From an optimization exercise on the open Yosys and OpenROAD flow, aimed at small area, a short achievable clock period and few clock cycles per item; shortcuts taken in it are not production practice. In this exercise RTL edits were held to simulation tests only and were not proved equivalent to the original. Power is estimated from default activity; no workload was simulated.

==> flow/design.v, too long to show whole: its modules and the start of the top module <==
// module intadder_11_f300_uid1333: 26 lines
// module intadder_8_f300_uid10: 36 lines
// module rightshiftersticky5_by_max_7_f300_uid8: 128 lines
// module normalizer_z_6_6_6_f300_uid6: 85 lines
// module intdualsub_7_f300_uid4: 25 lines
// module fadd: 670 lines
// module dspblock_5x5_f300_uid9: 19 lines
// module intadder_11_f300_uid13: 45 lines
// module intmultiplier_f300_uid5: 85 lines
// module fmul: 225 lines
// module linear: 2066 lines
module linear (
	clk,
	rst,
	start,
	ready,
	done,
	p__arg0_0_0,
	p__arg0_0_1,
	p__arg0_0_10,
	p__arg0_0_2,
	p__arg0_0_3,
	p__arg0_0_4,
	p__arg0_0_5,
	p__arg0_0_6,
	p__arg0_0_7,
	p__arg0_0_8,
	p__arg0_0_9,
	p___constant_11x11xf32_0_0,
	p___constant_11x11xf32_0_1,
	p___constant_11x11xf32_0_10,
	p___constant_11x11xf32_0_2,
	p___constant_11x11xf32_0_3,
	p___constant_11x11xf32_0_4,
	p___constant_11x11xf32_0_5,
	p___constant_11x11xf32_0_6,
	p___constant_11x11xf32_0_7,
	p___constant_11x11xf32_0_8,
	p___constant_11x11xf32_0_9,
	p___constant_11x11xf32_10_0,
	p___constant_11x11xf32_10_1,
	p___constant_11x11xf32_10_10,
	p___constant_11x11xf32_10_2,
	p___constant_11x11xf32_10_3,
	p___constant_11x11xf32_10_4,
	p___constant_11x11xf32_10_5,
	p___constant_11x11xf32_10_6,
	p___constant_11x11xf32_10_7,
	p___constant_11x11xf32_10_8,
	p___constant_11x11xf32_10_9,
	p___constant_11x11xf32_1_0,
	p___constant_11x11xf32_1_1,
	p___constant_11x11xf32_1_10,
	p___constant_11x11xf32_1_2,
	p___constant_11x11xf32_1_3,
	p___constant_11x11xf32_1_4,
	p___constant_11x11xf32_1_5,
	p___constant_11x11xf32_1_6,
	p___constant_11x11xf32_1_7,
	p___constant_11x11xf32_1_8,
	p___constant_11x11xf32_1_9,
	p___constant_11x11xf32_2_0,
	p___constant_11x11xf32_2_1,
	p___constant_11x11xf32_2_10,
	p___constant_11x11xf32_2_2,
	p___constant_11x11xf32_2_3,
	p___constant_11x11xf32_2_4,
	p___constant_11x11xf32_2_5,
	p___constant_11x11xf32_2_6,
	p___constant_11x11xf32_2_7,
	p___constant_11x11xf32_2_8,
	p___constant_11x11xf32_2_9,
  // ...
==> flow/run.sh <==
#!/bin/bash
# synth_recipe.tcl (not shown) runs the flow's synth.tcl, then flattens the netlist and writes it again
# the make line also repeats each setting of config.mk as NAME=value (left out here)
make -C /OpenROAD-flow-scripts/flow DESIGN_CONFIG=/design/flow/config.mk WORK_HOME=/design/flow/orfs CLKGATE_MAP_FILE= SYNTH_SCRIPT=/design/flow/synth_recipe.tcl finish
==> flow/config.mk <==
export PLATFORM = sky130hd
export DESIGN_NAME = linear
export DESIGN_NICKNAME = linear
export VERILOG_FILES = /design/flow/design.v
export SDC_FILE = /design/flow/constraint.sdc
export NUM_CORES = 4
export LEC_CHECK = 0
export CAP_MARGIN = 30
export CORE_AREA = 5 5 615 615
export DIE_AREA = 0 0 620 620
export PLACE_DENSITY = 0.5
export SLEW_MARGIN = 30
==> flow/constraint.sdc <==
create_clock -name core_clock -period 8.0 [get_ports {clk}]
set_input_delay 1.6000 -clock core_clock [delete_from_list [all_inputs] [get_ports {clk}]]
set_output_delay 1.6000 -clock core_clock [all_outputs]
set_load 0.01 [all_outputs]
==> qor.yml, run 1 <==
die_width_um: 620
multi_input_cells: 8670
n_all_buffers: 1889
final_common_cell: "clkdlybuf4s50_1"
outcome: "complete, no violations"
yosys.area_share.simple_pct: 14.2
route.layer.met1.wl_um: 214000
p_comb_share_pct: 20.5
numCtsBuffers: 205
fp.coreArea_um2: 371000
cts_tree: "yes"
layout_common_cells: "clkdlybuf4s50_1 (1731), nand2_1 (1257), o21ai_0 (1128)"
worst_ep_required_time_ns: 8.61
fin_hold_ws_ns: 0.309
cts_resized: 0
grt_pass1_vias: 88500
dr.first_iter.drc_count: 7602
seq_area_um2: 44100
syn_nets: 14400
nonClkBufAreaFrac_pct: 13.4
antenna_cells: 115
dieHeight_um: 620
drtPass1Iterations: 8
cts-root-buf: "clkbuf_16"
pre_cts_ws_ns: 2.14
synthXorXnorAreaFrac_pct: 4.86
place_inst: 18200
synth_top_area_share_pct: 20.1
p_int_mw: 18.3
num_rows: 224
maxPowerGroup: "sequential cells"
filler_cell_count: 37600
Testbench counts, summed over its fixed seeds: cycles 44,000, items 800.
==> run 2: changes to the inputs <==
==> flow/design.v (replaced) <==
module fadd_s1 (
  input  wire [11:0] X,
  input  wire [11:0] Y,
  output wire [31:0] M);
  wire [1:0] exnX = X[11:10], exnY = Y[11:10];
  wire [5:0] dXY = {1'b0, X[8:4]} - {1'b0, Y[8:4]};
  wire [4:0] dYX = Y[8:4] - X[8:4];
  wire swap = ((exnX == exnY) & dXY[5]) | (exnX < exnY);
  wire [11:0] nX = swap ? Y : X;
  wire [11:0] nY = swap ? X : Y;
  wire [4:0] ed = swap ? dYX : dXY[4:0];
  wire [2:0] sv = (ed[4] | ed[3]) ? 3'b111 : ed[2:0];
  wire effSub = nX[9] ^ nY[9];
  wire selClose = (ed[4:1] == 4'b0000) & effSub;
  wire [6:0] fxc = {2'b01, nX[3:0], 1'b0};
  wire [6:0] fyc = ed[0] ? {3'b001, nY[3:0]} : {2'b01, nY[3:0], 1'b0};
  wire [6:0] xmy = fxc - fyc;
  wire [6:0] ymx = fyc - fxc;
  wire fsc = xmy[6];
  wire [5:0] frc1 = fsc ? ymx[5:0] : xmy[5:0];
  wire resSign = (selClose & (frc1 == 6'd0)) ? 1'b0 : (nX[9] ^ (selClose & fsc));
  wire [6:0] l3 = {1'b1, nY[3:0], 2'b00};
  wire stk2 = (l3[3:0] != 4'd0) & sv[2];
  wire [6:0] l2 = sv[2] ? {4'b0000, l3[6:4]} : l3;
  wire stk1 = ((l2[1:0] != 2'd0) & sv[1]) | stk2;
  wire [6:0] l1 = sv[1] ? {2'b00, l2[6:2]} : l2;
  wire sticky = (l1[0] & sv[0]) | stk1;
  wire [6:0] sfy = sv[0] ? {1'b0, l1[6:1]} : l1;
  assign M = {nX[11:10], nY[11:10], nX[9:0], nY[9], effSub, selClose, resSign, frc1, sfy, sticky};
endmodule
module fadd_s2 (
  input  wire [31:0] M,
  output wire [11:0] R);
  wire [3:0] exnXY = M[31:28];
  wire [9:0] nX = M[27:18];
  wire nYs = M[17];
  wire effSub = M[16];
  wire selClose = M[15];
  wire resSign = M[14];
  wire [5:0] frc1 = M[13:8];
  wire [6:0] sfy = M[7:1];
  wire sticky = M[0];
  wire c2 = (frc1[5:2] == 4'd0);
  wire [5:0] n2 = c2 ? {frc1[1:0], 4'b0000} : frc1;
  wire c1 = (n2[5:4] == 2'd0);
  wire [5:0] n1 = c1 ? {n2[3:0], 2'b00} : n2;
  wire c0 = ~n1[5];
  wire [5:0] n0 = c0 ? {n1[4:0], 1'b0} : n1;
  wire [2:0] nz = {c2, c1, c0};
  wire roundClose = n0[0] & n0[1];
  wire closeZero = (nz == 3'b111);
  wire [6:0] expClose = {2'b00, nX[8:4]} - {4'b0000, nz};
  wire [10:0] rbrClose = {expClose, n0[4:1]};
  wire [7:0] fyf = {1'b0, sfy} ^ {8{effSub}};
  wire [7:0] fxf = {2'b01, nX[3:0], 2'b00};
  wire [7:0] r0 = fxf + fyf + {7'd0, effSub & ~sticky};
  wire [1:0] lb = r0[7:6];
  wire [3:0] f1 = (lb == 2'b00) ? r0[4:1] : (lb == 2'b01) ? r0[5:2] : r0[6:3];
  wire rb = (lb == 2'b00) ? r0[0] : (lb == 2'b01) ? r0[1] : r0[2];
  wire sb = (lb == 2'b00) ? sticky : (lb == 2'b01) ? (r0[0] | sticky) : (r0[1] | r0[0] | sticky);
  wire roundFar = rb & (sb | f1[0]);
  wire [6:0] upd = (lb == 2'b00) ? 7'b1111111 : (lb == 2'b01) ? 7'd0 : 7'd1;
  wire [6:0] expFar = {2'b00, nX[8:4]} + upd;
  wire [10:0] rbrFar = {expFar, f1};
  wire [10:0] rbr = selClose ? rbrClose : rbrFar;
  wire rnd = selClose ? roundClose : roundFar;
  wire zfc = selClose & closeZero;
  wire [10:0] rr = rbr + {10'd0, rnd};
  wire [1:0] uo = rr[10:9];
  wire [1:0] exn2 = uo[1] ? 2'b00 : uo[0] ? {~zfc, 1'b0} : {1'b0, ~zfc};
  wire n0101 = (exnXY == 4'b0101);
  wire [1:0] exnR = (exnXY == 4'b1110) ? 2'b11 :
                    (exnXY == 4'b1010) ? {1'b1, effSub} :
                    n0101 ? exn2 : exnXY[3:2];
  wire sgnR = (exnXY == 4'b0000) ? (nX[9] & nYs) : n0101 ? resSign : nX[9];
  wire [8:0] es = n0101 ? rr[8:0] : nX[8:0];
  assign R = {exnR, sgnR, es};
endmodule
module fmul_s1 (
  input  wire [11:0] X,
  input  wire [11:0] Y,
  output wire [19:0] M);
  wire sign = X[9] ^ Y[9];
  wire [6:0] expSum = {2'b00, X[8:4]} + {2'b00, Y[8:4]} - 7'd15;
  wire [9:0] sigProd = {1'b1, X[3:0]} * {1'b1, Y[3:0]};
  wire [3:0] es = {X[11:10], Y[11:10]};
  wire [1:0] exc = (es == 4'b0000 || es == 4'b0001 || es == 4'b0100) ? 2'b00 :
                   (es == 4'b0101) ? 2'b01 :
                   (es == 4'b0110 || es == 4'b1001 || es == 4'b1010) ? 2'b10 : 2'b11;
  assign M = {exc, sign, expSum, sigProd};
endmodule
module fmul_s2 (
  input  wire [19:0] M,
  output wire [11:0] R);
  wire [1:0] exc = M[19:18];
  wire sign = M[17];
  wire [6:0] expSum = M[16:10];
  wire [9:0] sigProd = M[9:0];
  wire norm = sigProd[9];
  wire [6:0] expPost = expSum + {6'd0, norm};
  wire [9:0] spe = norm ? {sigProd[8:0], 1'b0} : {sigProd[7:0], 2'b00};
  wire guard = (spe[4:0] != 5'd0);
  wire rnd = spe[5] & (guard | spe[6]);
  wire [10:0] esr = {expPost, spe[9:6]} + {10'd0, rnd};
  wire [1:0] excPost = (esr[10:9] == 2'b00) ? 2'b01 : (esr[10:9] == 2'b01) ? 2'b10 : 2'b00;
  wire [1:0] fexc = (exc == 2'b01) ? excPost : exc;
  assign R = {fexc, sign, esr[8:0]};
endmodule
`default_nettype none
module linear (
	clk,
	rst,
	start,
	ready,
	done,
	p__arg0_0_0,
	p__arg0_0_1,
	p__arg0_0_10,
	p__arg0_0_2,
	p__arg0_0_3,
	p__arg0_0_4,
	p__arg0_0_5,
	p__arg0_0_6,
	p__arg0_0_7,
	p__arg0_0_8,
	p__arg0_0_9,
	p___constant_11x11xf32_0_0,
	p___constant_11x11xf32_0_1,
	p___constant_11x11xf32_0_10,
	p___constant_11x11xf32_0_2,
	p___constant_11x11xf32_0_3,
	p___constant_11x11xf32_0_4,
	p___constant_11x11xf32_0_5,
	p___constant_11x11xf32_0_6,
	p___constant_11x11xf32_0_7,
	p___constant_11x11xf32_0_8,
	p___constant_11x11xf32_0_9,
	p___constant_11x11xf32_10_0,
	p___constant_11x11xf32_10_1,
	p___constant_11x11xf32_10_10,
	p___constant_11x11xf32_10_2,
	p___constant_11x11xf32_10_3,
	p___constant_11x11xf32_10_4,
	p___constant_11x11xf32_10_5,
	p___constant_11x11xf32_10_6,
	p___constant_11x11xf32_10_7,
	p___constant_11x11xf32_10_8,
	p___constant_11x11xf32_10_9,
	p___constant_11x11xf32_1_0,
	p___constant_11x11xf32_1_1,
	p___constant_11x11xf32_1_10,
	p___constant_11x11xf32_1_2,
	p___constant_11x11xf32_1_3,
	p___constant_11x11xf32_1_4,
	p___constant_11x11xf32_1_5,
	p___constant_11x11xf32_1_6,
	p___constant_11x11xf32_1_7,
	p___constant_11x11xf32_1_8,
	p___constant_11x11xf32_1_9,
	p___constant_11x11xf32_2_0,
	p___constant_11x11xf32_2_1,
	p___constant_11x11xf32_2_10,
	p___constant_11x11xf32_2_2,
	p___constant_11x11xf32_2_3,
	p___constant_11x11xf32_2_4,
	p___constant_11x11xf32_2_5,
	p___constant_11x11xf32_2_6,
	p___constant_11x11xf32_2_7,
	p___constant_11x11xf32_2_8,
	p___constant_11x11xf32_2_9,
	p___constant_11x11xf32_3_0,
	p___constant_11x11xf32_3_1,
	p___constant_11x11xf32_3_10,
	p___constant_11x11xf32_3_2,
	p___constant_11x11xf32_3_3,
	p___constant_11x11xf32_3_4,
	p___constant_11x11xf32_3_5,
	p___constant_11x11xf32_3_6,
	p___constant_11x11xf32_3_7,
	p___constant_11x11xf32_3_8,
	p___constant_11x11xf32_3_9,
	p___constant_11x11xf32_4_0,
	p___constant_11x11xf32_4_1,
	p___constant_11x11xf32_4_10,
	p___constant_11x11xf32_4_2,
	p___constant_11x11xf32_4_3,
	p___constant_11x11xf32_4_4,
	p___constant_11x11xf32_4_5,
	p___constant_11x11xf32_4_6,
	p___constant_11x11xf32_4_7,
	p___constant_11x11xf32_4_8,
	p___constant_11x11xf32_4_9,
	p___constant_11x11xf32_5_0,
	p___constant_11x11xf32_5_1,
	p___constant_11x11xf32_5_10,
	p___constant_11x11xf32_5_2,
	p___constant_11x11xf32_5_3,
	p___constant_11x11xf32_5_4,
	p___constant_11x11xf32_5_5,
	p___constant_11x11xf32_5_6,
	p___constant_11x11xf32_5_7,
	p___constant_11x11xf32_5_8,
	p___constant_11x11xf32_5_9,
	p___constant_11x11xf32_6_0,
	p___constant_11x11xf32_6_1,
	p___constant_11x11xf32_6_10,
	p___constant_11x11xf32_6_2,
	p___constant_11x11xf32_6_3,
	p___constant_11x11xf32_6_4,
	p___constant_11x11xf32_6_5,
	p___constant_11x11xf32_6_6,
	p___constant_11x11xf32_6_7,
	p___constant_11x11xf32_6_8,
	p___constant_11x11xf32_6_9,
	p___constant_11x11xf32_7_0,
	p___constant_11x11xf32_7_1,
	p___constant_11x11xf32_7_10,
	p___constant_11x11xf32_7_2,
	p___constant_11x11xf32_7_3,
	p___constant_11x11xf32_7_4,
	p___constant_11x11xf32_7_5,
	p___constant_11x11xf32_7_6,
	p___constant_11x11xf32_7_7,
	p___constant_11x11xf32_7_8,
	p___constant_11x11xf32_7_9,
	p___constant_11x11xf32_8_0,
	p___constant_11x11xf32_8_1,
	p___constant_11x11xf32_8_10,
	p___constant_11x11xf32_8_2,
	p___constant_11x11xf32_8_3,
	p___constant_11x11xf32_8_4,
	p___constant_11x11xf32_8_5,
	p___constant_11x11xf32_8_6,
	p___constant_11x11xf32_8_7,
	p___constant_11x11xf32_8_8,
	p___constant_11x11xf32_8_9,
	p___constant_11x11xf32_9_0,
	p___constant_11x11xf32_9_1,
	p___constant_11x11xf32_9_10,
	p___constant_11x11xf32_9_2,
	p___constant_11x11xf32_9_3,
	p___constant_11x11xf32_9_4,
	p___constant_11x11xf32_9_5,
	p___constant_11x11xf32_9_6,
	p___constant_11x11xf32_9_7,
	p___constant_11x11xf32_9_8,
	p___constant_11x11xf32_9_9,
	p___constant_11xf32_0,
	p___constant_11xf32_1,
	p___constant_11xf32_10,
	p___constant_11xf32_2,
	p___constant_11xf32_3,
	p___constant_11xf32_4,
	p___constant_11xf32_5,
	p___constant_11xf32_6,
	p___constant_11xf32_7,
	p___constant_11xf32_8,
	p___constant_11xf32_9,
	output_p_val_313
);
	input wire clk;
	input wire rst;
	input wire start;
	output wire ready;
	output wire done;
	input wire [11:0] p__arg0_0_0;
	input wire [11:0] p__arg0_0_1;
	input wire [11:0] p__arg0_0_10;
	input wire [11:0] p__arg0_0_2;
	input wire [11:0] p__arg0_0_3;
	input wire [11:0] p__arg0_0_4;
	input wire [11:0] p__arg0_0_5;
	input wire [11:0] p__arg0_0_6;
	input wire [11:0] p__arg0_0_7;
	input wire [11:0] p__arg0_0_8;
	input wire [11:0] p__arg0_0_9;
	input wire [11:0] p___constant_11x11xf32_0_0;
	input wire [11:0] p___constant_11x11xf32_0_1;
	input wire [11:0] p___constant_11x11xf32_0_10;
	input wire [11:0] p___constant_11x11xf32_0_2;
	input wire [11:0] p___constant_11x11xf32_0_3;
	input wire [11:0] p___constant_11x11xf32_0_4;
	input wire [11:0] p___constant_11x11xf32_0_5;
	input wire [11:0] p___constant_11x11xf32_0_6;
	input wire [11:0] p___constant_11x11xf32_0_7;
	input wire [11:0] p___constant_11x11xf32_0_8;
	input wire [11:0] p___constant_11x11xf32_0_9;
	input wire [11:0] p___constant_11x11xf32_10_0;
	input wire [11:0] p___constant_11x11xf32_10_1;
	input wire [11:0] p___constant_11x11xf32_10_10;
	input wire [11:0] p___constant_11x11xf32_10_2;
	input wire [11:0] p___constant_11x11xf32_10_3;
	input wire [11:0] p___constant_11x11xf32_10_4;
	input wire [11:0] p___constant_11x11xf32_10_5;
	input wire [11:0] p___constant_11x11xf32_10_6;
	input wire [11:0] p___constant_11x11xf32_10_7;
	input wire [11:0] p___constant_11x11xf32_10_8;
	input wire [11:0] p___constant_11x11xf32_10_9;
	input wire [11:0] p___constant_11x11xf32_1_0;
	input wire [11:0] p___constant_11x11xf32_1_1;
	input wire [11:0] p___constant_11x11xf32_1_10;
	input wire [11:0] p___constant_11x11xf32_1_2;
	input wire [11:0] p___constant_11x11xf32_1_3;
	input wire [11:0] p___constant_11x11xf32_1_4;
	input wire [11:0] p___constant_11x11xf32_1_5;
	input wire [11:0] p___constant_11x11xf32_1_6;
	input wire [11:0] p___constant_11x11xf32_1_7;
	input wire [11:0] p___constant_11x11xf32_1_8;
	input wire [11:0] p___constant_11x11xf32_1_9;
	input wire [11:0] p___constant_11x11xf32_2_0;
	input wire [11:0] p___constant_11x11xf32_2_1;
	input wire [11:0] p___constant_11x11xf32_2_10;
	input wire [11:0] p___constant_11x11xf32_2_2;
	input wire [11:0] p___constant_11x11xf32_2_3;
	input wire [11:0] p___constant_11x11xf32_2_4;
	input wire [11:0] p___constant_11x11xf32_2_5;
	input wire [11:0] p___constant_11x11xf32_2_6;
	input wire [11:0] p___constant_11x11xf32_2_7;
	input wire [11:0] p___constant_11x11xf32_2_8;
	input wire [11:0] p___constant_11x11xf32_2_9;
	input wire [11:0] p___constant_11x11xf32_3_0;
	input wire [11:0] p___constant_11x11xf32_3_1;
	input wire [11:0] p___constant_11x11xf32_3_10;
	input wire [11:0] p___constant_11x11xf32_3_2;
	input wire [11:0] p___constant_11x11xf32_3_3;
	input wire [11:0] p___constant_11x11xf32_3_4;
	input wire [11:0] p___constant_11x11xf32_3_5;
	input wire [11:0] p___constant_11x11xf32_3_6;
	input wire [11:0] p___constant_11x11xf32_3_7;
	input wire [11:0] p___constant_11x11xf32_3_8;
	input wire [11:0] p___constant_11x11xf32_3_9;
	input wire [11:0] p___constant_11x11xf32_4_0;
	input wire [11:0] p___constant_11x11xf32_4_1;
	input wire [11:0] p___constant_11x11xf32_4_10;
	input wire [11:0] p___constant_11x11xf32_4_2;
	input wire [11:0] p___constant_11x11xf32_4_3;
	input wire [11:0] p___constant_11x11xf32_4_4;
	input wire [11:0] p___constant_11x11xf32_4_5;
	input wire [11:0] p___constant_11x11xf32_4_6;
	input wire [11:0] p___constant_11x11xf32_4_7;
	input wire [11:0] p___constant_11x11xf32_4_8;
	input wire [11:0] p___constant_11x11xf32_4_9;
	input wire [11:0] p___constant_11x11xf32_5_0;
	input wire [11:0] p___constant_11x11xf32_5_1;
	input wire [11:0] p___constant_11x11xf32_5_10;
	input wire [11:0] p___constant_11x11xf32_5_2;
	input wire [11:0] p___constant_11x11xf32_5_3;
	input wire [11:0] p___constant_11x11xf32_5_4;
	input wire [11:0] p___constant_11x11xf32_5_5;
	input wire [11:0] p___constant_11x11xf32_5_6;
	input wire [11:0] p___constant_11x11xf32_5_7;
	input wire [11:0] p___constant_11x11xf32_5_8;
	input wire [11:0] p___constant_11x11xf32_5_9;
	input wire [11:0] p___constant_11x11xf32_6_0;
	input wire [11:0] p___constant_11x11xf32_6_1;
	input wire [11:0] p___constant_11x11xf32_6_10;
	input wire [11:0] p___constant_11x11xf32_6_2;
	input wire [11:0] p___constant_11x11xf32_6_3;
	input wire [11:0] p___constant_11x11xf32_6_4;
	input wire [11:0] p___constant_11x11xf32_6_5;
	input wire [11:0] p___constant_11x11xf32_6_6;
	input wire [11:0] p___constant_11x11xf32_6_7;
	input wire [11:0] p___constant_11x11xf32_6_8;
	input wire [11:0] p___constant_11x11xf32_6_9;
	input wire [11:0] p___constant_11x11xf32_7_0;
	input wire [11:0] p___constant_11x11xf32_7_1;
	input wire [11:0] p___constant_11x11xf32_7_10;
	input wire [11:0] p___constant_11x11xf32_7_2;
	input wire [11:0] p___constant_11x11xf32_7_3;
	input wire [11:0] p___constant_11x11xf32_7_4;
	input wire [11:0] p___constant_11x11xf32_7_5;
	input wire [11:0] p___constant_11x11xf32_7_6;
	input wire [11:0] p___constant_11x11xf32_7_7;
	input wire [11:0] p___constant_11x11xf32_7_8;
	input wire [11:0] p___constant_11x11xf32_7_9;
	input wire [11:0] p___constant_11x11xf32_8_0;
	input wire [11:0] p___constant_11x11xf32_8_1;
	input wire [11:0] p___constant_11x11xf32_8_10;
	input wire [11:0] p___constant_11x11xf32_8_2;
	input wire [11:0] p___constant_11x11xf32_8_3;
	input wire [11:0] p___constant_11x11xf32_8_4;
	input wire [11:0] p___constant_11x11xf32_8_5;
	input wire [11:0] p___constant_11x11xf32_8_6;
	input wire [11:0] p___constant_11x11xf32_8_7;
	input wire [11:0] p___constant_11x11xf32_8_8;
	input wire [11:0] p___constant_11x11xf32_8_9;
	input wire [11:0] p___constant_11x11xf32_9_0;
	input wire [11:0] p___constant_11x11xf32_9_1;
	input wire [11:0] p___constant_11x11xf32_9_10;
	input wire [11:0] p___constant_11x11xf32_9_2;
	input wire [11:0] p___constant_11x11xf32_9_3;
	input wire [11:0] p___constant_11x11xf32_9_4;
	input wire [11:0] p___constant_11x11xf32_9_5;
	input wire [11:0] p___constant_11x11xf32_9_6;
	input wire [11:0] p___constant_11x11xf32_9_7;
	input wire [11:0] p___constant_11x11xf32_9_8;
	input wire [11:0] p___constant_11x11xf32_9_9;
	input wire [11:0] p___constant_11xf32_0;
	input wire [11:0] p___constant_11xf32_1;
	input wire [11:0] p___constant_11xf32_10;
	input wire [11:0] p___constant_11xf32_2;
	input wire [11:0] p___constant_11xf32_3;
	input wire [11:0] p___constant_11xf32_4;
	input wire [11:0] p___constant_11xf32_5;
	input wire [11:0] p___constant_11xf32_6;
	input wire [11:0] p___constant_11xf32_7;
	input wire [11:0] p___constant_11xf32_8;
	input wire [11:0] p___constant_11xf32_9;
	output wire [11:0] output_p_val_313;
reg busy;
reg [5:0] cnt;
always @(posedge clk) begin
  if (rst) begin
    busy <= 1'b0;
    cnt <= 6'd0;
  end else if (!busy) begin
    if (start) begin
      busy <= 1'b1;
      cnt <= 6'd1;
    end
  end else if (cnt == 6'd36) begin
    busy <= 1'b0;
    cnt <= 6'd0;
  end else begin
    cnt <= cnt + 6'd1;
  end
end
assign ready = ~busy;
assign done = busy & (cnt == 6'd36);
reg [11:0] xr;
always @(posedge clk) begin
  case (cnt[4:1])
    4'd0: xr <= p__arg0_0_0;
    4'd1: xr <= p__arg0_0_1;
    4'd2: xr <= p__arg0_0_2;
    4'd3: xr <= p__arg0_0_3;
    4'd4: xr <= p__arg0_0_4;
    4'd5: xr <= p__arg0_0_5;
    4'd6: xr <= p__arg0_0_6;
    4'd7: xr <= p__arg0_0_7;
    4'd8: xr <= p__arg0_0_8;
    4'd9: xr <= p__arg0_0_9;
    4'd10: xr <= p__arg0_0_10;
    default: xr <= p__arg0_0_0;
  endcase
end
wire zx = (cnt == 6'd2) | (cnt == 6'd3);    
wire yb0 = (cnt == 6'd24);                   
wire yb1 = (cnt == 6'd25);                   
wire t1 = (cnt == 6'd27);                    
wire t2 = (cnt == 6'd29);
wire t3 = (cnt == 6'd31);
wire t4 = (cnt == 6'd33);
reg [11:0] wr0;
always @(posedge clk) begin
  case (cnt[4:0])
    5'd0: wr0 <= p___constant_11x11xf32_0_0;
    5'd1: wr0 <= p___constant_11x11xf32_1_0;
    5'd2: wr0 <= p___constant_11x11xf32_0_1;
    5'd3: wr0 <= p___constant_11x11xf32_1_1;
    5'd4: wr0 <= p___constant_11x11xf32_0_2;
    5'd5: wr0 <= p___constant_11x11xf32_1_2;
    5'd6: wr0 <= p___constant_11x11xf32_0_3;
    5'd7: wr0 <= p___constant_11x11xf32_1_3;
    5'd8: wr0 <= p___constant_11x11xf32_0_4;
    5'd9: wr0 <= p___constant_11x11xf32_1_4;
    5'd10: wr0 <= p___constant_11x11xf32_0_5;
    5'd11: wr0 <= p___constant_11x11xf32_1_5;
    5'd12: wr0 <= p___constant_11x11xf32_0_6;
    5'd13: wr0 <= p___constant_11x11xf32_1_6;
    5'd14: wr0 <= p___constant_11x11xf32_0_7;
    5'd15: wr0 <= p___constant_11x11xf32_1_7;
    5'd16: wr0 <= p___constant_11x11xf32_0_8;
    5'd17: wr0 <= p___constant_11x11xf32_1_8;
    5'd18: wr0 <= p___constant_11x11xf32_0_9;
    5'd19: wr0 <= p___constant_11x11xf32_1_9;
    5'd20: wr0 <= p___constant_11x11xf32_0_10;
    5'd21: wr0 <= p___constant_11x11xf32_1_10;
    default: wr0 <= p___constant_11x11xf32_0_0;
  endcase
end
reg [19:0] mm0;
wire [19:0] mmd0;
wire [11:0] m0;
fmul_s1 mul1_0 (.X(xr), .Y(wr0), .M(mmd0));
always @(posedge clk) mm0 <= mmd0;
fmul_s2 mul2_0 (.M(mm0), .R(m0));
reg [11:0] ax0, ay0;
reg [31:0] am0;
wire [31:0] amd0;
wire [11:0] s0;
fadd_s1 add1_0 (.X(ax0), .Y(ay0), .M(amd0));
always @(posedge clk) am0 <= amd0;
fadd_s2 add2_0 (.M(am0), .R(s0));
reg [11:0] wr1;
always @(posedge clk) begin
  case (cnt[4:0])
    5'd0: wr1 <= p___constant_11x11xf32_2_0;
    5'd1: wr1 <= p___constant_11x11xf32_3_0;
    5'd2: wr1 <= p___constant_11x11xf32_2_1;
    5'd3: wr1 <= p___constant_11x11xf32_3_1;
    5'd4: wr1 <= p___constant_11x11xf32_2_2;
    5'd5: wr1 <= p___constant_11x11xf32_3_2;
    5'd6: wr1 <= p___constant_11x11xf32_2_3;
    5'd7: wr1 <= p___constant_11x11xf32_3_3;
    5'd8: wr1 <= p___constant_11x11xf32_2_4;
    5'd9: wr1 <= p___constant_11x11xf32_3_4;
    5'd10: wr1 <= p___constant_11x11xf32_2_5;
    5'd11: wr1 <= p___constant_11x11xf32_3_5;
    5'd12: wr1 <= p___constant_11x11xf32_2_6;
    5'd13: wr1 <= p___constant_11x11xf32_3_6;
    5'd14: wr1 <= p___constant_11x11xf32_2_7;
    5'd15: wr1 <= p___constant_11x11xf32_3_7;
    5'd16: wr1 <= p___constant_11x11xf32_2_8;
    5'd17: wr1 <= p___constant_11x11xf32_3_8;
    5'd18: wr1 <= p___constant_11x11xf32_2_9;
    5'd19: wr1 <= p___constant_11x11xf32_3_9;
    5'd20: wr1 <= p___constant_11x11xf32_2_10;
    5'd21: wr1 <= p___constant_11x11xf32_3_10;
    default: wr1 <= p___constant_11x11xf32_2_0;
  endcase
end
reg [19:0] mm1;
wire [19:0] mmd1;
wire [11:0] m1;
fmul_s1 mul1_1 (.X(xr), .Y(wr1), .M(mmd1));
always @(posedge clk) mm1 <= mmd1;
fmul_s2 mul2_1 (.M(mm1), .R(m1));
reg [11:0] ax1, ay1;
reg [31:0] am1;
wire [31:0] amd1;
wire [11:0] s1;
fadd_s1 add1_1 (.X(ax1), .Y(ay1), .M(amd1));
always @(posedge clk) am1 <= amd1;
fadd_s2 add2_1 (.M(am1), .R(s1));
reg [11:0] wr2;
always @(posedge clk) begin
  case (cnt[4:0])
    5'd0: wr2 <= p___constant_11x11xf32_4_0;
    5'd1: wr2 <= p___constant_11x11xf32_5_0;
    5'd2: wr2 <= p___constant_11x11xf32_4_1;
    5'd3: wr2 <= p___constant_11x11xf32_5_1;
    5'd4: wr2 <= p___constant_11x11xf32_4_2;
    5'd5: wr2 <= p___constant_11x11xf32_5_2;
    5'd6: wr2 <= p___constant_11x11xf32_4_3;
    5'd7: wr2 <= p___constant_11x11xf32_5_3;
    5'd8: wr2 <= p___constant_11x11xf32_4_4;
    5'd9: wr2 <= p___constant_11x11xf32_5_4;
    5'd10: wr2 <= p___constant_11x11xf32_4_5;
    5'd11: wr2 <= p___constant_11x11xf32_5_5;
    5'd12: wr2 <= p___constant_11x11xf32_4_6;
    5'd13: wr2 <= p___constant_11x11xf32_5_6;
    5'd14: wr2 <= p___constant_11x11xf32_4_7;
    5'd15: wr2 <= p___constant_11x11xf32_5_7;
    5'd16: wr2 <= p___constant_11x11xf32_4_8;
    5'd17: wr2 <= p___constant_11x11xf32_5_8;
    5'd18: wr2 <= p___constant_11x11xf32_4_9;
    5'd19: wr2 <= p___constant_11x11xf32_5_9;
    5'd20: wr2 <= p___constant_11x11xf32_4_10;
    5'd21: wr2 <= p___constant_11x11xf32_5_10;
    default: wr2 <= p___constant_11x11xf32_4_0;
  endcase
end
reg [19:0] mm2;
wire [19:0] mmd2;
wire [11:0] m2;
fmul_s1 mul1_2 (.X(xr), .Y(wr2), .M(mmd2));
always @(posedge clk) mm2 <= mmd2;
fmul_s2 mul2_2 (.M(mm2), .R(m2));
reg [11:0] ax2, ay2;
reg [31:0] am2;
wire [31:0] amd2;
wire [11:0] s2;
fadd_s1 add1_2 (.X(ax2), .Y(ay2), .M(amd2));
always @(posedge clk) am2 <= amd2;
fadd_s2 add2_2 (.M(am2), .R(s2));
reg [11:0] wr3;
always @(posedge clk) begin
  case (cnt[4:0])
    5'd0: wr3 <= p___constant_11x11xf32_6_0;
    5'd1: wr3 <= p___constant_11x11xf32_7_0;
    5'd2: wr3 <= p___constant_11x11xf32_6_1;
    5'd3: wr3 <= p___constant_11x11xf32_7_1;
    5'd4: wr3 <= p___constant_11x11xf32_6_2;
    5'd5: wr3 <= p___constant_11x11xf32_7_2;
    5'd6: wr3 <= p___constant_11x11xf32_6_3;
    5'd7: wr3 <= p___constant_11x11xf32_7_3;
    5'd8: wr3 <= p___constant_11x11xf32_6_4;
    5'd9: wr3 <= p___constant_11x11xf32_7_4;
    5'd10: wr3 <= p___constant_11x11xf32_6_5;
    5'd11: wr3 <= p___constant_11x11xf32_7_5;
    5'd12: wr3 <= p___constant_11x11xf32_6_6;
    5'd13: wr3 <= p___constant_11x11xf32_7_6;
    5'd14: wr3 <= p___constant_11x11xf32_6_7;
    5'd15: wr3 <= p___constant_11x11xf32_7_7;
    5'd16: wr3 <= p___constant_11x11xf32_6_8;
    5'd17: wr3 <= p___constant_11x11xf32_7_8;
    5'd18: wr3 <= p___constant_11x11xf32_6_9;
    5'd19: wr3 <= p___constant_11x11xf32_7_9;
    5'd20: wr3 <= p___constant_11x11xf32_6_10;
    5'd21: wr3 <= p___constant_11x11xf32_7_10;
    default: wr3 <= p___constant_11x11xf32_6_0;
  endcase
end
reg [19:0] mm3;
wire [19:0] mmd3;
wire [11:0] m3;
fmul_s1 mul1_3 (.X(xr), .Y(wr3), .M(mmd3));
always @(posedge clk) mm3 <= mmd3;
fmul_s2 mul2_3 (.M(mm3), .R(m3));
reg [11:0] ax3, ay3;
reg [31:0] am3;
wire [31:0] amd3;
wire [11:0] s3;
fadd_s1 add1_3 (.X(ax3), .Y(ay3), .M(amd3));
always @(posedge clk) am3 <= amd3;
fadd_s2 add2_3 (.M(am3), .R(s3));
reg [11:0] wr4;
always @(posedge clk) begin
  case (cnt[4:0])
    5'd0: wr4 <= p___constant_11x11xf32_8_0;
    5'd1: wr4 <= p___constant_11x11xf32_9_0;
    5'd2: wr4 <= p___constant_11x11xf32_8_1;
    5'd3: wr4 <= p___constant_11x11xf32_9_1;
    5'd4: wr4 <= p___constant_11x11xf32_8_2;
    5'd5: wr4 <= p___constant_11x11xf32_9_2;
    5'd6: wr4 <= p___constant_11x11xf32_8_3;
    5'd7: wr4 <= p___constant_11x11xf32_9_3;
    5'd8: wr4 <= p___constant_11x11xf32_8_4;
    5'd9: wr4 <= p___constant_11x11xf32_9_4;
    5'd10: wr4 <= p___constant_11x11xf32_8_5;
    5'd11: wr4 <= p___constant_11x11xf32_9_5;
    5'd12: wr4 <= p___constant_11x11xf32_8_6;
    5'd13: wr4 <= p___constant_11x11xf32_9_6;
    5'd14: wr4 <= p___constant_11x11xf32_8_7;
    5'd15: wr4 <= p___constant_11x11xf32_9_7;
    5'd16: wr4 <= p___constant_11x11xf32_8_8;
    5'd17: wr4 <= p___constant_11x11xf32_9_8;
    5'd18: wr4 <= p___constant_11x11xf32_8_9;
    5'd19: wr4 <= p___constant_11x11xf32_9_9;
    5'd20: wr4 <= p___constant_11x11xf32_8_10;
    5'd21: wr4 <= p___constant_11x11xf32_9_10;
    default: wr4 <= p___constant_11x11xf32_8_0;
  endcase
end
reg [19:0] mm4;
wire [19:0] mmd4;
wire [11:0] m4;
fmul_s1 mul1_4 (.X(xr), .Y(wr4), .M(mmd4));
always @(posedge clk) mm4 <= mmd4;
fmul_s2 mul2_4 (.M(mm4), .R(m4));
reg [11:0] ax4, ay4;
reg [31:0] am4;
wire [31:0] amd4;
wire [11:0] s4;
fadd_s1 add1_4 (.X(ax4), .Y(ay4), .M(amd4));
always @(posedge clk) am4 <= amd4;
fadd_s2 add2_4 (.M(am4), .R(s4));
reg [11:0] wr5;
always @(posedge clk) begin
  case (cnt[4:0])
    5'd0: wr5 <= p___constant_11x11xf32_10_0;
    5'd1: wr5 <= p___constant_11x11xf32_10_0;
    5'd2: wr5 <= p___constant_11x11xf32_10_1;
    5'd3: wr5 <= p___constant_11x11xf32_10_1;
    5'd4: wr5 <= p___constant_11x11xf32_10_2;
    5'd5: wr5 <= p___constant_11x11xf32_10_2;
    5'd6: wr5 <= p___constant_11x11xf32_10_3;
    5'd7: wr5 <= p___constant_11x11xf32_10_3;
    5'd8: wr5 <= p___constant_11x11xf32_10_4;
    5'd9: wr5 <= p___constant_11x11xf32_10_4;
    5'd10: wr5 <= p___constant_11x11xf32_10_5;
    5'd11: wr5 <= p___constant_11x11xf32_10_5;
    5'd12: wr5 <= p___constant_11x11xf32_10_6;
    5'd13: wr5 <= p___constant_11x11xf32_10_6;
    5'd14: wr5 <= p___constant_11x11xf32_10_7;
    5'd15: wr5 <= p___constant_11x11xf32_10_7;
    5'd16: wr5 <= p___constant_11x11xf32_10_8;
    5'd17: wr5 <= p___constant_11x11xf32_10_8;
    5'd18: wr5 <= p___constant_11x11xf32_10_9;
    5'd19: wr5 <= p___constant_11x11xf32_10_9;
    5'd20: wr5 <= p___constant_11x11xf32_10_10;
    5'd21: wr5 <= p___constant_11x11xf32_10_10;
    default: wr5 <= p___constant_11x11xf32_10_0;
  endcase
end
reg [19:0] mm5;
wire [19:0] mmd5;
wire [11:0] m5;
fmul_s1 mul1_5 (.X(xr), .Y(wr5), .M(mmd5));
always @(posedge clk) mm5 <= mmd5;
fmul_s2 mul2_5 (.M(mm5), .R(m5));
reg [11:0] ax5, ay5;
reg [31:0] am5;
wire [31:0] amd5;
wire [11:0] s5;
fadd_s1 add1_5 (.X(ax5), .Y(ay5), .M(amd5));
always @(posedge clk) am5 <= amd5;
fadd_s2 add2_5 (.M(am5), .R(s5));
always @(posedge clk) begin
  if (zx) ax0 <= 12'd0;
  else if (!(t1)) ax0 <= s0;
end
always @(posedge clk) begin
  if (yb0) ay0 <= p___constant_11xf32_0;
  else if (yb1) ay0 <= p___constant_11xf32_1;
  else if (t1) ay0 <= s0;
  else if (t2) ay0 <= s1;
  else if (t3) ay0 <= s2;
  else if (t4) ay0 <= ax4;
  else ay0 <= m0;
end
always @(posedge clk) begin
  if (zx) ax1 <= 12'd0;
  else if (!(t1)) ax1 <= s1;
end
always @(posedge clk) begin
  if (yb0) ay1 <= p___constant_11xf32_2;
  else if (yb1) ay1 <= p___constant_11xf32_3;
  else if (t1) ay1 <= s1;
  else ay1 <= m1;
end
always @(posedge clk) begin
  if (zx) ax2 <= 12'd0;
  else if (!(t1)) ax2 <= s2;
end
always @(posedge clk) begin
  if (yb0) ay2 <= p___constant_11xf32_4;
  else if (yb1) ay2 <= p___constant_11xf32_5;
  else if (t1) ay2 <= s2;
  else if (t2) ay2 <= s3;
  else ay2 <= m2;
end
always @(posedge clk) begin
  if (zx) ax3 <= 12'd0;
  else if (!(t1)) ax3 <= s3;
end
always @(posedge clk) begin
  if (yb0) ay3 <= p___constant_11xf32_6;
  else if (yb1) ay3 <= p___constant_11xf32_7;
  else if (t1) ay3 <= s3;
  else ay3 <= m3;
end
always @(posedge clk) begin
  if (zx) ax4 <= 12'd0;
  else if (!(t1 | (cnt == 6'd32))) ax4 <= s4;
end
always @(posedge clk) begin
  if (yb0) ay4 <= p___constant_11xf32_8;
  else if (yb1) ay4 <= p___constant_11xf32_9;
  else if (t1) ay4 <= s4;
  else if (t2) ay4 <= ax5;
  else ay4 <= m4;
end
always @(posedge clk) begin
  if (zx) ax5 <= 12'd0;
  else if (!((cnt == 6'd27) | (cnt == 6'd28))) ax5 <= s5;
end
always @(posedge clk) begin
  if (yb0) ay5 <= p___constant_11xf32_10;
  else if (yb1) ay5 <= p___constant_11xf32_10;
  else if (t1) ay5 <= s5;
  else ay5 <= m5;
end
assign output_p_val_313 = ax0;
endmodule
==> qor.yml, run 2 <==
layout_common_cells: "clkdlybuf4s50_1 (1732), dfxtp_1 (543), nor2_1 (501)"  # was clkdlybuf4s50_1 (1731), nand2_1 (1257), o21ai_0 (1128)
synth_ff_type: "dfxtp_1"  # unchanged
leakagePower_nw: 29.2  # was 53.6 nW
maxCapViolations: 0  # unchanged
route.layer.met1.wl_um: 175000  # was 214000 µm
post_drt_wl_per_cell_um: 36.4  # was 26.5 µm
p_int_mw: 16.5  # was 18.3 mW
tns_ns: 0  # unchanged
relSlewSlack_pct: 24.3  # was 21.6%
worstPathArrival_ns: 6.67  # was 6.48 ns
slew_viol_final: 0  # unchanged
yosys_register_bits: 547  # was 1832
finalHoldViolCount: 0  # unchanged
fp.coreArea_um2: 371000  # unchanged
fin_util_pct: 20.5  # was 37.8%
slowest_delay_ns: 0.65  # was 0.72 ns
synth.yosys.seq_area_share_pct: 22.4  # was 40.1%
path_cells: "inv_1 -> ha_1 -> nor2b_1 -> o21ai_0 -> a211oi_1 -> nor2_2 -> mux2i_1 -> inv_1 -> nor2_1 -> a21oi_1 -> ha_1 -> inv_1 -> o21bai_1 -> a21oi_1 -> nor4_1 -> or3b_2 -> a211o_1 -> or3b_2 -> nand2b_1 -> a41oi_1 -> a41o_1"  # was and2_1 -> ha_1 -> ha_1 -> a21o_1 -> and4_1 -> o32ai_1 -> nor2_1 -> o211ai_1 -> o21ai_0 -> o21ai_0 -> ha_1 -> inv_1 -> or3_1 -> o22ai_1 -> and3_1 -> nand2_1 -> xnor2_1 -> a221o_1 -> mux2_2 -> mux2_2
synthCells: 6199  # was 11800
wl_um: 480000  # was 493000 µm
cts_max_level: 3  # was 4
syn_nets: 8404  # was 14400
track_usage_pct: 23.6  # was 24.4%
crit_path_top_delay_cell: "a21oi_1"  # was o32ai_1
met3WireLength_um: 38900  # was 31800 µm
skew_ns: 0.0561  # was 0.0494 ns
p_sw_mw: 17.9  # was 7.29 mW
numCtsBuffers: 77  # was 205
synth_warnings: 1  # was 8
antenna_found_initial: 358  # was 113
dr.first_iter.drc_count: 6668  # was 7602
synth_top_area_share_pct: 22.4  # was 20.1%
finalCriticalPeriod_ns: 6.09  # was 5.87 ns
wl_met2_um: 228000  # was 227000 µm
hold_buffers: 0  # unchanged
tightestPinTransition_ns: 1.14  # about the same
ir_worst_vdd_v: 0.000251  # was 0.000175 V
post_cts_buffers: 0  # unchanged
dieHeight_um: 620  # unchanged
num_io_pins: 1733  # unchanged
outcome: "complete, no violations"  # unchanged
drive_gt1_share_pct: 6.00  # was 6.01%
viasPerCell: 4.57  # was 5.00
rsz0062_at_grt: "no"  # unchanged
areaGrowthSynthToFinish_pct: 56.2  # was 27.7%
drtAntennaViolNets: 0  # unchanged
path_clk_slew_ns: 0.06  # was 0.08 ns
endpoint_kind: "register"  # unchanged
layout.cells.non_filler: 13200  # was 18600
path_class: "register to register"  # unchanged
place_inst: 12700  # was 18200
synth_edf_count: 0  # was 732
die_width_um: 620  # unchanged
post-route-drc-count: 0  # unchanged
finalWorstSetupSlack_ns: 1.91  # was 2.13 ns
grt_max_degree: 121  # was 134
port_buffers: 1732  # unchanged
cp-start-kind: "register"  # unchanged
worst_ep_required_time_ns: 8.58  # was 8.61 ns
syn_avg_cell_area_um2: 7.88  # was 9.28 µm²
ys_top_cells_by_count: "dfxtp_1 (547), nor2_1 (517), nand2_1 (498)"  # was nand2_1 (1258), o21ai_0 (1161), dfxtp_1 (1100)
start_util_pct: 13.1  # was 29.6%
powerDensity_nw_per_um2: 451  # was 183 nW/µm²
dpl.hpwl_um: 415000  # was 402000 µm
crit_fanout: 10  # was 12
synth_most_common_cell: "dfxtp_1"  # was nand2_1
switching_share_pct: 52.0  # was 28.5%
clock_path_buffers: 3  # was 4
p_clk_share_pct: 10.9  # was 37.7%
finalWeightedCongestion: 1.01  # was 0.927
pre_cts_ws_ns: 2.04  # was 2.14 ns
nNetsFinal: 10000  # was 16000
cts-root-buf: "clkbuf_16"  # unchanged
syn-cell-area_um2: 48800  # was 110000 µm²
final.period_utilization_pct: 76.2  # was 73.4%
grt_pass1_wl_um: 593000  # was 674000 µm
worst_path_most_repeated_cell: "inv_1"  # was ha_1
fmaxAchievable_mhz: 164  # was 170 MHz
p_comb_share_pct: 73.3  # was 20.5%
seqPwrFrac_pct: 15.8  # was 41.8%
synthTopCellsByArea: "dfxtp_1 (22%), ha_1 (10%), a22oi_1 (5.1%), a21oi_1 (4.6%), nor2_1 (4.0%)"  # was dfxtp_1 (20%), edfxtp_1 (20%), ha_1 (8.2%), mux2i_1 (7.4%), o21ai_0 (5.3%)
grt_pass1_vias: 55700  # was 88500
num_vias: 60200  # was 93100
num_rows: 224  # unchanged
filler_cell_count: 41600  # was 37600
dieArea_um2: 384000  # unchanged
final_common_cell: "clkdlybuf4s50_1"  # unchanged
setup_viol: 0  # unchanged
top_layer: "met5"  # unchanged
yosysUniqueCellTypes: 93  # was 94
cts_tree: "yes"  # unchanged
synth.largest_area_cell: "dfxtp_1"  # unchanged
clock-sinks: 547  # was 1832
hp-class: "register to register"  # unchanged
clk_latency_ns: 0.72  # was 0.87 ns
grt-ovfl-total: 0  # unchanged
drtPass1Iterations: 8  # unchanged
cts_resized: 0  # unchanged
async_flop_share_pct: 0  # unchanged
==> run 2: layer usage <==
layer | vias up | track usage, %
li1 | 26700 | -
met1 | 29200 | 25.9
met2 | 3263 | 39.6
met3 | 963 | 6.50
met4 | 106 | 16.0
met5 | - | 0.512
==> run 2: worst paths after layout <==
path,startpoint,endpoint,slack (ns),cells past startpoint
min reg2reg,mm5[17],ay5[9],0.45,2
max,ax0[5],am0[14],1.91,21
max reg2reg,ax0[5],am0[14],1.91,21
min,mm5[17],ay5[9],0.45,2
==> run 2: layout make-up <==
type / count / area (µm²) / share of cell area (%)
Antenna cell: 337 / 843 / 1.11
Inverter: 392 / 1470 / 1.93
Multi-Input combinational cell: 4906 / 35400 / 46.4
Sequential cell: 547 / 11000 / 14.4
Clock buffer: 104 / 2210 / 2.90
Tap cell: 4972 / 6220 / 8.16
Clock inverter: 36 / 475 / 0.623
Timing Repair Buffer: 1884 / 18700 / 24.5
==> run 2: worst max-delay path: cells and delay by family (launching register included) <==
kind	cells	cell delay, ns
AOI/OAI and AO/OA	8	2.00
adders and majority gates	2	0.75
buffers and inverters	3	0.44
DFF	1	0.43
muxes	1	0.49
and+or+nand+nor	7	1.85
==> run 2: through the flow <==
step | hold WS (ns) | power (mW) | instance area [µm²]
final | 0.454 | 34.4 | 76300
after global routing | 0.495 | 37.4 | 76100
after CTS | 0.456 | 34.3 | 75400
after detailed placement | 0.448 | 30.3 | 72700
after global placement | 0.444 | 30.4 | 72500
after floorplan | 0.406 | 22.7 | 48800
==> run 2: cell families after synthesis <==
logic type | count (synthesis) | share of synthesized area [%]
DFF | 547 | 22.4
and+or+nand+nor | 1807 | 17.8
buffers and inverters | 746 | 5.77
AOI/OAI and AO/OA | 2071 | 29.6
muxes | 212 | 4.53
adders and majority gates | 487 | 13.9
xor gates and xnor gates | 329 | 5.90
==> run 2: power by group through the flow <==
stage,logic [mW],clock network [mW],registers (mW)
after floorplan,18.0,0,4.73
after global routing,27.8,3.96,5.60
final,25.2,3.75,5.45
after CTS,25.0,3.86,5.44
after detailed placement,24.8,0,5.49
after global placement,24.9,0,5.50
Testbench counts of run 2, summed over its fixed seeds: cycles 29,600, items 800.
==> run 3: changes to the inputs <==
--- a/flow/config.mk
+++ b/flow/config.mk
@@ -6,7 +6,10 @@
 export NUM_CORES = 4
 export LEC_CHECK = 0
+export ABC_CLOCK_PERIOD_IN_PS = 3000
 export CAP_MARGIN = 30
 export CORE_AREA = 5 5 615 615
 export DIE_AREA = 0 0 620 620
 export PLACE_DENSITY = 0.5
+export SETUP_SLACK_MARGIN = 4.5
 export SLEW_MARGIN = 30
+export TNS_END_PERCENT = 100
==> qor.yml, run 3 <==
outcome: "complete, no violations"  # unchanged
hp-class: "register to register"  # unchanged
relSlewSlack_pct: 25.6  # was 24.3%
syn-cell-area_um2: 48800  # unchanged
grt_pass1_vias: 58100  # was 55700
post-route-drc-count: 0  # unchanged
synth.yosys.seq_area_share_pct: 22.4  # unchanged
areaGrowthSynthToFinish_pct: 74.8  # was 56.2%
crit_path_top_delay_cell: "or4b_4"  # was a21oi_1
ir_worst_vdd_v: 0.000366  # was 0.000251 V
drive_gt1_share_pct: 19.7  # was 6.00%
worstRegToRegCells: 20  # was 21
worst-path-buf-inv: 2  # was 3
fp.coreArea_um2: 371000  # unchanged
post_drt_wl_per_cell_um: 36.2  # was 36.4 µm
powerDensity_nw_per_um2: 540  # was 451 nW/µm²
antenna_found_initial: 330  # was 358
design_area_um2: 85400  # was 76300 µm²
synth.largest_area_cell: "dfxtp_1"  # unchanged
synth_most_common_cell: "dfxtp_1"  # unchanged
synthTopCellsByArea: "dfxtp_1 (22%), ha_1 (10%), a22oi_1 (5.1%), a21oi_1 (4.6%), nor2_1 (4.0%)"  # unchanged
slowest_delay_ns: 0.62  # was 0.65 ns
synthXorXnorAreaFrac_pct: 5.90  # unchanged
clock_path_buffers: 3  # unchanged
synth_top_family_by_area: "compound AO/OA/AOI/OAI gates"  # unchanged
nNetsFinal: 10400  # was 10000
slew_viol_final: 0  # unchanged
fin_hold_ws_ns: 0.473  # was 0.454 ns
synthCells: 6199  # unchanged
cts_tree: "yes"  # unchanged
cp-start-kind: "register"  # unchanged
fin_util_pct: 23.0  # was 20.5%
dpl.hpwl_um: 414000  # was 415000 µm
grt_pass1_wl_um: 604000  # was 593000 µm
worstPathArrival_ns: 5.39  # was 6.67 ns
hold_buffers: 0  # unchanged
path_class: "register to register"  # unchanged
whs_endpoint: "mm4[17]"  # was ay5[9]
num_rows: 224  # unchanged
path_clk_slew_ns: 0.06  # about the same
syn_avg_cell_area_um2: 7.88  # unchanged
final.period_utilization_pct: 59.9  # was 76.2%
synth_warnings: 1  # unchanged
syn_nets: 8404  # unchanged
finalHoldViolCount: 0  # unchanged
dieArea_um2: 384000  # unchanged
synth_compound_area_share_pct: 29.6  # unchanged
numCtsBuffers: 78  # was 77
clk_latency_ns: 0.70  # was 0.72 ns
cts-root-buf: "clkbuf_16"  # unchanged
synth_ff_type: "dfxtp_1"  # unchanged
worstHoldStart: "wr4[9]"  # was mm5[17]
path_cells: "buf_8 -> xor2_4 -> ha_4 -> a21oi_4 -> nor2_1 -> or4b_4 -> nor3_4 -> buf_6 -> ha_4 -> nor2b_4 -> o21a_1 -> or3_4 -> a31o_4 -> nor3_4 -> nand3_1 -> nor2_1 -> xor2_1 -> a31oi_2 -> a211o_1 -> o22ai_1"  # was inv_1 -> ha_1 -> nor2b_1 -> o21ai_0 -> a211oi_1 -> nor2_2 -> mux2i_1 -> inv_1 -> nor2_1 -> a21oi_1 -> ha_1 -> inv_1 -> o21bai_1 -> a21oi_1 -> nor4_1 -> or3b_2 -> a211o_1 -> or3b_2 -> nand2b_1 -> a41oi_1 -> a41o_1
async_flop_share_pct: 0  # unchanged
yosysUniqueCellTypes: 93  # unchanged
drtPass1Iterations: 7  # was 8
cp_top_family: "simple AND/OR/NAND/NOR gates"  # was compound AO/OA/AOI/OAI gates
num_vias: 62200  # was 60200
synth_top_area_share_pct: 22.4  # unchanged
grt-ovfl-total: 0  # unchanged
finalWeightedCongestion: 1.00  # was 1.01
p_total_mw: 46.1  # was 34.4 mW
layout_common_cells: "clkdlybuf4s50_1 (1722), dfxtp_1 (502), nand2_1 (466)"  # was clkdlybuf4s50_1 (1732), dfxtp_1 (543), nor2_1 (501)
drtAntennaViolNets: 0  # unchanged
grt_max_degree: 64  # was 121
synth_mux_area_share_pct: 4.53  # unchanged
final_common_cell: "clkdlybuf4s50_1"  # unchanged
viasPerCell: 4.60  # was 4.57
setup_viol: 0  # unchanged
finalCriticalPeriod_ns: 4.79  # was 6.09 ns
yosys.area_share.simple_pct: 17.8  # unchanged
cts_max_level: 3  # unchanged
dr.first_iter.drc_count: 6755  # was 6668
regToRegSetupSlack_ns: 3.21  # was 1.91 ns
placed_area_um2: 73900  # was 72700 µm²
clock-sinks: 547  # unchanged
maxCapViolations: 0  # unchanged
timing.rr.end: "ay0[11]"  # was am0[14]
leakagePower_nw: 32.3  # was 29.2 nW
synth_edf_count: 0  # unchanged
ys_top_cells_by_count: "dfxtp_1 (547), nor2_1 (517), nand2_1 (498)"  # unchanged
tns_ns: 0  # unchanged
rsz0062_at_grt: "yes"  # was no
skew_ns: 0.0445  # was 0.0561 ns
worst_ep_required_time_ns: 8.60  # was 8.58 ns
port_buffers: 1732  # unchanged
wl_um: 490000  # was 480000 µm
yosys_register_bits: 547  # unchanged
track_usage_pct: 23.9  # was 23.6%
tightestPinTransition_ns: 1.11  # was 1.14 ns
min_path_cells: 1  # was 2
crit_fanout: 7  # was 10
timing.rr.start: "am1[16]"  # was ax0[5]
start_util_pct: 13.1  # unchanged
filler_cell_count: 40900  # was 41600
die_width_um: 620  # unchanged
endpoint_kind: "register"  # unchanged
fmaxAchievable_mhz: 209  # was 164 MHz
dieHeight_um: 620  # unchanged
synth_adder_area_share_pct: 13.9  # unchanged
num_io_pins: 1733  # unchanged
[run 3: layout make-up]
type / instances / area, µm² / share of cell area, %
inverters: 392 / 1530 / 1.79
flip-flops and latches: 547 / 11100 / 13.0
diodes: 257 / 643 / 0.753
clock inverters: 38 / 445 / 0.522
clock buffers: 101 / 2190 / 2.57
multi-input cells: 4910 / 40400 / 47.3
well taps: 4972 / 6220 / 7.29
repair buffers: 2305 / 22900 / 26.8
repair inverters: 1 / 5.00 / 0.00586
[run 3: timing repair]
item	CTS	global route
resized for setup	666	330
setup buffers	315	102
endpoints found under the setup margin	313	249
pin swaps	300	213
cloned	12	3
[run 3: per-layer routing]
layer	part of all wire, %	GRT usage (%)	vias up
li1	-	-	27400
met1	37	26.8	30300
met3	8.0	6.09	907
met5	0.11	0.500	-
met4	6.8	14.1	84
met2	48	40.8	3463
[run 3: how the worst max path moves through the flow]
| stage | startpoint | end | cells after the start |
|---|---|---|---|
| finish | am1[16] | ay0[11] | 20 |
| global route | am3[16] | ay2[11] | 20 |
| CTS | am1[16] | ay0[11] | 19 |
| detailed placement | ax0[5] | am0[14] | 21 |
| global placement | ay0[11] | am0[14] | 20 |
| floorplan | am1[16] | ay1[11] | 21 |
[run 3: worst register-to-register path: stages (launching register included)]
cell	delay, ns
dfxtp_4	0.44
buf_8	0.17
xor2_4	0.18
ha_4	0.24
a21oi_4	0.19
nor2_1	0.08
or4b_4	0.62
nor3_4	0.19
buf_6	0.15
ha_4	0.20
nor2b_4	0.12
o21a_1	0.19
or3_4	0.33
a31o_4	0.26
nor3_4	0.19
nand3_1	0.09
nor2_1	0.15
xor2_1	0.25
a31oi_2	0.19
a211o_1	0.32
o22ai_1	0.18
[run 3: cells by family after synthesis]
family                     after synthesis
buffers and inverters                  746
AOI/OAI and AO/OA                     2071
adders and majority gates              487
xor gates and xnor gates               329
muxes                                  212
and+or+nand+nor                       1807
DFF                                    547
[run 3: report_power, final]
group | switching [mW] | total (mW) | internal, mW
Sequential | 1.47 | 5.55 | 4.07
Combinational | 19.6 | 36.8 | 17.3
Clock | 1.58 | 3.70 | 2.12
[run 3: metrics by stage]
step                worst slack, ns  std cells
global route                   2.99      13400
detailed placement             2.54      12700
global placement               2.50      12700
finish                         3.21      13500
CTS                            3.29      13200
floorplan                      3.39       6199

## static timing again, ports no longer ideal
How much do the figures lean on ideal ports? The routed layouts below were timed once more, with nothing changed but the port constraints.
Step 1, drivers: a clkbuf_16 drives clk and a buf_2 each remaining input, both assumed.
Step 2, shift: input delay + t, output delay - t, t = (earliest + latest rising clock arrival at the registers) / 2. This alone moves slack from input paths to output paths.
a / b / c = ideal / step 1 / step 2; a / b = the first two.
run	shift t [ns]	setup WS [ns]	worst hold slack (ns)	latest minus earliest clock arrival (ns)	cell pins on the clock port's net
run 1	0.930	2.131 / 2.131 / 2.131	0.309 / 0.309 / 0.309	0.054 / 0.054	1
run 2	0.768	1.905 / 1.905 / 1.905	0.454 / 0.454 / 0.454	0.060 / 0.060	1
run 3	0.759	3.212 / 3.212 / 3.212	0.473 / 0.473 / 0.473	0.046 / 0.046	1
After both steps setup and hold are still met in every run listed.
